Background: an optimization exercise with open tools, aiming at small area. Do not read the settings as production practice.
In this exercise RTL edits were held to simulation tests only and were not proved equivalent to the original.
No activity file was given, so power comes from the tool's default toggle rates.

==> flow/design.v (excerpt) <==
module main(
    input  clk,
    input  reset_n,
    input  [3:0] usr_btn,
    input [3:0] usr_sw,
    output [11:0] player_x,
    output [11:0] player_y,
    output [11:0] computer_x,
    output [11:0] computer_y,
    output [11:0] ball_x,
    output [11:0] ball_y,
    output reg [2:0] player_score,
    output reg [2:0] computer_score,
    output reg [1:0] state
    );
localparam [2:0] S_MAIN_INIT = 0 , S_MAIN_IDLE = 1,
                 S_MAIN_START = 2 ,  S_MAIN_WAIT1 =3, S_MAIN_PLAY = 4,
                 S_MAIN_CAL = 5 ,  S_MAIN_WAIT2 =6,
                 S_MAIN_END =7;
function [32:0] add;  
    input [31:0] a, b;
    input cin;
    reg c;
    integer i;
    begin
        c = cin;
        for (i = 0; i < 32; i = i + 1) begin
            add[i] = a[i] ^ b[i] ^ c;
            c = (a[i] & b[i]) | (c & (a[i] ^ b[i]));
        end
        add[32] = c;
    end
endfunction
function ult;  
    input [31:0] a, b;
    integer i;
    begin
        ult = 1'b0;
        for (i = 0; i < 32; i = i + 1)
            ult = (~a[i] & b[i]) | (~(a[i] ^ b[i]) & ult);
    end
endfunction
reg  [2:0] P, P_next;
reg [14:0] cnt;
reg win;  
reg [9:0] sm_clk;  
wire sm = usr_sw[1] == 1'b1 ? sm_clk[3] : 1'b1;
wire touched = ~ult(ball_y, 190);
wire start_done = cnt[14] & cnt[12] & cnt[11] & cnt[10] & cnt[9] & cnt[8] & cnt[6] & cnt[4] & cnt[3] & cnt[2] & cnt[1] & cnt[0];
  ...
Size: ~2,000 cells after synthesis, roughly 290 flip-flops, ~14,000 um^2 of cells after synthesis.
==> flow/config.mk <==
export PLATFORM = sky130hd
export DESIGN_NAME = main
export DESIGN_NICKNAME = main
export VERILOG_FILES = /design/flow/design.v
export SDC_FILE = /design/flow/constraint.sdc
export NUM_CORES = 4
export LEC_CHECK = 0
export CAP_MARGIN = 20
export CORE_MARGIN = 2
export CORE_UTILIZATION = 78
export CTS_BUF_LIST = sky130_fd_sc_hd__clkbuf_4
export CTS_CLUSTER_DIAMETER = 35
export CTS_CLUSTER_SIZE = 10
export SLEW_MARGIN = 20
==> flow/constraint.sdc <==
create_clock -name core_clock -period 10.0 [get_ports {clk}]
set_input_delay 2.0000 -clock core_clock [delete_from_list [all_inputs] [get_ports {clk}]]
set_output_delay 2.0000 -clock core_clock [all_outputs]
set_load 0.01 [all_outputs]
standard.sh (not shown) runs the stock make flow with config.mk's settings and CLKGATE_MAP_FILE= SYNTH_SCRIPT=/design/flow/synth_recipe.tcl, a recipe that flattens the netlist after the stock synthesis.
==> flow/flow/run.sh <==
#!/bin/bash
# Layout flow: the standard ORFS flow (standard.sh) with these changes:
#  - synthesis leaves the adders to ABC (no separate full/half-adder cell mapping) and
#    maps the logic with an area-oriented ABC script (flow/abc_area.script); only the
#    combinational mapping differs from the standard synthesis, so every register is as there
#  - the port buffers that placement adds are the smallest buffer, buf_1
#  - clock tree synthesis inserts no dummy loads (clock buffers, clustering as in config.mk)
#  - the constant outputs share one tie cell instead of one tie cell each
set -euo pipefail
here=$(pwd)
rm -rf "$here/scripts"
cp -r "$FLOW_HOME/scripts" "$here/scripts"
cp "$here/flow/abc_area.script" "$here/scripts/abc_area.script"
export SCRIPTS_DIR="$here/scripts"
export ABC_AREA=1
export ADDER_MAP_FILE=
export BUFFER_PORTS_ARGS="-buffer_cell sky130_fd_sc_hd__buf_1"
export SKIP_REPAIR_TIE_FANOUT=1
export CTS_ARGS="-sink_clustering_enable -repair_clock_nets -dont_use_dummy_load -sink_clustering_size 10 -sink_clustering_max_diameter 35 -buf_list sky130_fd_sc_hd__clkbuf_4"
bash standard.sh > "$here/standard.log" 2>&1
==> flow/flow/abc_area.script <==
strash
&get -n
&deepsyn -T 180
&put
dch -f
amap
topo
stime -c
==> next run, changes <==
--- a/flow/config.mk
+++ b/flow/config.mk
@@ -8,5 +8,5 @@
 export CAP_MARGIN = 20
 export CORE_MARGIN = 2
-export CORE_UTILIZATION = 78
+export CORE_UTILIZATION = 70
 export CTS_BUF_LIST = sky130_fd_sc_hd__clkbuf_4
 export CTS_CLUSTER_DIAMETER = 35
The new run finished with timing, DRC and antenna clean.
Cell area came out higher slightly.
Fmax came out higher slightly.
Clock power came out higher by a few percent.
Final cell count came out higher by a few percent.
Non-clock buffer count came out higher by 1.
Utilization came out lower by 8.2 points.
Die area came out higher by roughly a tenth.
Hold slack degrades by 6.9 ps.
Setup slack improves by 68 ps.
Routed wire length came out lower by a few percent.
Via count came out lower by a few percent.

* * *

main, a different RTL version from the one above (not shown whole).
Size in the first run: ~290 flip-flops, roughly 0.015 mm^2 of cells after synthesis.
// main
module main(
    input  clk,
    input  reset_n,
    input  [3:0] usr_btn,
    input [3:0] usr_sw,
    output [11:0] player_x,
    output [11:0] player_y,
    output [11:0] computer_x,
    output [11:0] computer_y,
    output [11:0] ball_x,
    output [11:0] ball_y,
    output reg [2:0] player_score,
    output reg [2:0] computer_score,
    output reg [1:0] state
    );
localparam [2:0] S_MAIN_INIT = 0 , S_MAIN_IDLE = 1,
                 S_MAIN_START = 2 ,  S_MAIN_WAIT1 =3, S_MAIN_PLAY = 4,
                 S_MAIN_CAL = 5 ,  S_MAIN_WAIT2 =6,
                 S_MAIN_END =7;
function [32:0] add;  
    input [31:0] a, b;
    input cin;
    reg c;
    integer i;
    begin
        c = cin;
        for (i = 0; i < 32; i = i + 1) begin
            add[i] = a[i] ^ b[i] ^ c;
            c = (a[i] & b[i]) | (c & (a[i] ^ b[i]));
        end
        add[32] = c;
    end
endfunction
function ult;  
    input [31:0] a, b;
    integer i;
    begin
        ult = 1'b0;
        for (i = 0; i < 32; i = i + 1)
            ult = (~a[i] & b[i]) | (~(a[i] ^ b[i]) & ult);
    end
endfunction
reg  [2:0] P, P_next;
reg [14:0] cnt;
reg win;  
reg [9:0] sm_clk;  
wire sm = usr_sw[1] == 1'b1 ? sm_clk[3] : 1'b1;
wire touched = ~ult(ball_y, 190);
  ...
Settings: LEC_CHECK=0, CAP_MARGIN=20, CORE_MARGIN=2, CORE_UTILIZATION=85, CTS_BUF_LIST=sky130_fd_sc_hd__clkbuf_4, CTS_CLUSTER_DIAMETER=35, CTS_CLUSTER_SIZE=10, SLEW_MARGIN=20; clock period 10.0 ns.
==> flow/flow/abc_area.script <==
strash
&get -n
&deepsyn -T 60
&put
dch -f
amap
strash
dch -f
amap
topo
stime -c
Scripts as last shown in full above: flow/flow/run.sh
The starting point ended with an error in 3_1_place_gp_skip_io, error GPL-0301.
Rerun with:
--- a/flow/flow/run.sh
+++ b/flow/flow/run.sh
@@ -2,5 +2,4 @@
 # Layout flow: the standard ORFS flow (standard.sh) with these changes:
-#  - synthesis leaves the adders to ABC (no separate full/half-adder cell mapping) and
-#    maps the logic with an area-oriented ABC script (flow/abc_area.script); only the
-#    combinational mapping differs from the standard synthesis, so every register is as there
+#  - synthesis maps the logic with an area-oriented ABC script (flow/abc_area.script);
+#    everything before ABC, and so every register, is as in the standard synthesis
 #  - the port buffers that placement adds are the smallest buffer, buf_1
@@ -15,3 +14,2 @@
 export ABC_AREA=1
-export ADDER_MAP_FILE=
 export BUFFER_PORTS_ARGS="-buffer_cell sky130_fd_sc_hd__buf_1"
=> Now the flow went through all stages and came out clean; area after synthesis rises by 5.4%; synthesized cell count falls by 30%.
Rerun with:
--- a/flow/flow/run.sh
+++ b/flow/flow/run.sh
@@ -2,4 +2,5 @@
 # Layout flow: the standard ORFS flow (standard.sh) with these changes:
-#  - synthesis maps the logic with an area-oriented ABC script (flow/abc_area.script);
-#    everything before ABC, and so every register, is as in the standard synthesis
+#  - synthesis leaves the adders to ABC (no separate full/half-adder cell mapping) and
+#    maps the logic with an area-oriented ABC script (flow/abc_area.script); only the
+#    combinational mapping differs from the standard synthesis, so every register is as there
 #  - the port buffers that placement adds are the smallest buffer, buf_1
@@ -14,2 +15,3 @@
 export ABC_AREA=1
+export ADDER_MAP_FILE=
 export BUFFER_PORTS_ARGS="-buffer_cell sky130_fd_sc_hd__buf_1"
--- a/flow/config.mk
+++ b/flow/config.mk
@@ -9,3 +9,3 @@
 export CORE_MARGIN = 2
-export CORE_UTILIZATION = 85
+export CORE_UTILIZATION = 70
 export CTS_BUF_LIST = sky130_fd_sc_hd__clkbuf_4
Setup slack gets better by 2500 ps.
Hold slack gets worse by 5.5 ps.
Cell area fell by 5.2%.
Critical path depth rose by 5.
Wire length rose by about 7%.
Utilization fell by 15 points.

## re-timing with driven ports
In the flow no input, the clock included, has a driving cell. The finished layouts below were timed again as built, in two steps.
Step 1 assumes that a clkbuf_16 drives the clock port and a buf_2 every other input.
Step 2 moves the port delays by t, midway between the first and last clock arrival at a register: inputs arrive t later, outputs are due t later. That takes back most of the time a late clock gives input paths.
Three values: ideal, step 1, step 2; two values: the first two.
run	t, ns	setup WS [ns]	worst setup path after step 2	worst slew at a driven data input, ns
the first run of note 1	0.681	2.660 / 2.660 / 2.660	register to register	0.03
the second run of note 1	0.679	2.727 / 2.727 / 2.727	register to register	0.03
the second run of note 2	0.695	0.276 / 0.276 / 0.276	register to register	0.04
the third run of note 2	0.686	2.804 / 2.804 / 2.804	register to register	0.07
After both steps setup and hold are still met in every run listed.
